Context: an optimization exercise on an open-source flow, tuned for small area. The choices shown serve that exercise and are no tape-out recipe. Only simulation tests tie the RTL to the original design; equivalence was not proved.

==> inputs of amber <==
// Main
module Main(clk, vga_h_sync, vga_v_sync, vga_R, vga_G, vga_B, right, left, reset, start);
  input clk;
  wire clk;
  output vga_h_sync;
  wire vga_h_sync;
  output vga_v_sync;
  wire vga_v_sync;
  output vga_R;
  reg vga_R;
  output vga_G;
  reg vga_G;
  output vga_B;
  reg vga_B;
  input right;
  wire right;
  input left;
  wire left;
  input reset;
  wire reset;
  input start;
  wire start;
  wire _0000_;
  wire _0001_;
  wire _0002_;
  wire _0003_;
  wire _0004_;
  wire _0005_;
  wire _0006_;
  wire _0007_;
  wire _0008_;
  wire _0009_;
  wire _0010_;
  wire _0011_;
  wire _0012_;
  wire _0013_;
  wire _0014_;
  wire _0015_;
  wire _0016_;
  wire _0017_;
  wire _0018_;
  wire _0019_;
  wire _0020_;
  wire _0021_;
  wire _0022_;
  wire _0023_;
  wire _0024_;
  wire _0025_;
  wire _0026_;
  wire _0027_;
  wire _0028_;
  wire _0029_;
  wire _0030_;
  wire _0031_;
  wire _0032_;
  wire _0033_;
  wire _0034_;
  wire _0035_;
  wire _0036_;
  wire _0037_;
  wire _0038_;
  wire _0039_;
  wire _0040_;
  wire _0041_;
  wire _0042_;
  wire _0043_;
  wire _0044_;
  wire _0045_;
  wire _0046_;
  wire _0047_;
  wire _0048_;
  wire _0049_;
  wire _0050_;
  wire _0051_;
  wire _0052_;
  wire _0053_;
  wire _0054_;
  wire _0055_;
  wire _0056_;
  wire _0057_;
  wire _0058_;
  wire _0059_;
  wire _0060_;
  wire _0061_;
  wire _0062_;
  wire _0063_;
  wire _0064_;
  wire _0065_;
  wire _0066_;
  wire _0067_;
  wire _0068_;
  wire _0069_;
  wire _0070_;
  wire _0071_;
  wire _0072_;
  wire _0073_;
  wire _0074_;
  wire _0075_;
  wire _0076_;
  wire _0077_;
  wire _0078_;
  wire _0079_;
  wire _0080_;
  wire _0081_;
  wire _0082_;
  wire _0083_;
  wire _0084_;
  wire _0085_;
  wire _0086_;
  wire _0087_;
  wire _0088_;
  wire _0089_;
  wire _0090_;
  wire _0091_;
  wire _0092_;
  wire _0093_;
  wire _0094_;
  wire _0095_;
  wire _0096_;
  wire _0097_;
  wire _0098_;
  wire _0099_;
  wire _0100_;
  wire _0101_;
  wire _0102_;
  wire _0103_;
  wire _0104_;
  wire _0105_;
  wire _0106_;
  wire _0107_;
  wire _0108_;
  wire _0109_;
  ...
clock: 10.0 ns
lec_check: 0
abc_area: 1
cap_margin: 20
core_margin: 2
core_utilization: 40
place_density: 0.6
slew_margin: 20
standard.sh (not shown) runs the stock make flow with config.mk's settings and CLKGATE_MAP_FILE= SYNTH_SCRIPT=/design/flow/synth_recipe.tcl, a recipe that flattens the netlist after the stock synthesis.
==> flow/flow/run.sh <==
#!/bin/bash
# Layout flow: the standard flow (standard.sh) with these changes:
#  - synthesis: the logic is mapped with ABC's area-oriented mapper
#    (flow/abc_map.script) in place of ORFS's abc_area.script, and Yosys's
#    extract_fa (full/half adder extraction) is skipped; registers are made
#    exactly as in the standard synthesis;
#  - the port buffers are the smallest buffer;
#  - the clock tree is built from small clock buffers without dummy loads.
set -euo pipefail
HERE=$(pwd)
{
  cat <<EOT
proc abc {args} {
  set i [lsearch -exact \$args -script]
  if {\$i >= 0} { lset args [expr {\$i + 1}] $HERE/flow/abc_map.script }
  yosys abc {*}\$args
}
proc extract_fa {args} { puts "extract_fa skipped" }
EOT
  cat synth_recipe.tcl
} > my_synth.tcl
bash standard.sh SYNTH_SCRIPT=$HERE/my_synth.tcl synth > synth.log 2>&1
bash standard.sh "BUFFER_PORTS_ARGS=-buffer_cell sky130_fd_sc_hd__buf_1" \
  "CTS_ARGS=-repair_clock_nets -buf_list sky130_fd_sc_hd__clkbuf_8 -root_buf sky130_fd_sc_hd__clkbuf_8 -dont_use_dummy_load" \
  finish > layout.log 2>&1
==> flow/flow/abc_map.script <==
strash
dc2
dch
amap
topo
==> inputs of zinc, as changes to amber <==
--- a/flow/flow/run.sh
+++ b/flow/flow/run.sh
@@ -23,3 +23,3 @@
 bash standard.sh "BUFFER_PORTS_ARGS=-buffer_cell sky130_fd_sc_hd__buf_1" \
-  "CTS_ARGS=-repair_clock_nets -buf_list sky130_fd_sc_hd__clkbuf_8 -root_buf sky130_fd_sc_hd__clkbuf_8 -dont_use_dummy_load" \
+  "CTS_ARGS=-sink_clustering_enable -repair_clock_nets -buf_list sky130_fd_sc_hd__clkbuf_8 -root_buf sky130_fd_sc_hd__clkbuf_8 -dont_use_dummy_load" \
   finish > layout.log 2>&1
- CORE_UTILIZATION: 40 -> 55
- PLACE_DENSITY: 0.6 -> 0.7
==> inputs of yarrow, as changes to amber <==
--- a/flow/flow/run.sh
+++ b/flow/flow/run.sh
@@ -23,3 +23,3 @@
 bash standard.sh "BUFFER_PORTS_ARGS=-buffer_cell sky130_fd_sc_hd__buf_1" \
-  "CTS_ARGS=-repair_clock_nets -buf_list sky130_fd_sc_hd__clkbuf_8 -root_buf sky130_fd_sc_hd__clkbuf_8 -dont_use_dummy_load" \
+  "CTS_ARGS=-sink_clustering_enable -repair_clock_nets -buf_list sky130_fd_sc_hd__clkbuf_8 -root_buf sky130_fd_sc_hd__clkbuf_8 -dont_use_dummy_load" \
   finish > layout.log 2>&1
==> notes <==
In global-route usage, yarrow and amber do not differ. Between zinc and amber, the lower clock skew is in amber (gap 0.0073 ns). Worst setup slack is the same in yarrow and amber. Flip-flop and latch count is the same in amber and yarrow.

separate check: timing with driven ports:
No port has a modelled driver above. Below, the same layouts with a new extraction and two added sets of constraints.
Step 1: set_driving_cell puts a clkbuf_16 on clk and a buf_2 on each other input, an assumption about the parent block.
Step 2 adds t to the input delays and takes it off the output delays; t is the mean of the earliest and latest rising clock arrival at the registers after step 1. Input paths then give back, and output paths get back, about the clock's delay inside the block.
Slacks: no drivers / after step 1 / after step 2; pairs: no drivers / after step 1.
run	t (ns)	slack for setup (ns)	hold slack, ns	worst setup path after step 2
amber	0.411	4.238 / 4.238 / 4.238	0.454 / 0.454 / 0.454	register to register
zinc	0.392	3.874 / 3.874 / 3.874	0.459 / 0.459 / 0.459	register to register
yarrow	0.411	4.238 / 4.238 / 4.238	0.454 / 0.454 / 0.454	register to register
After both steps setup and hold are still met in every run listed.
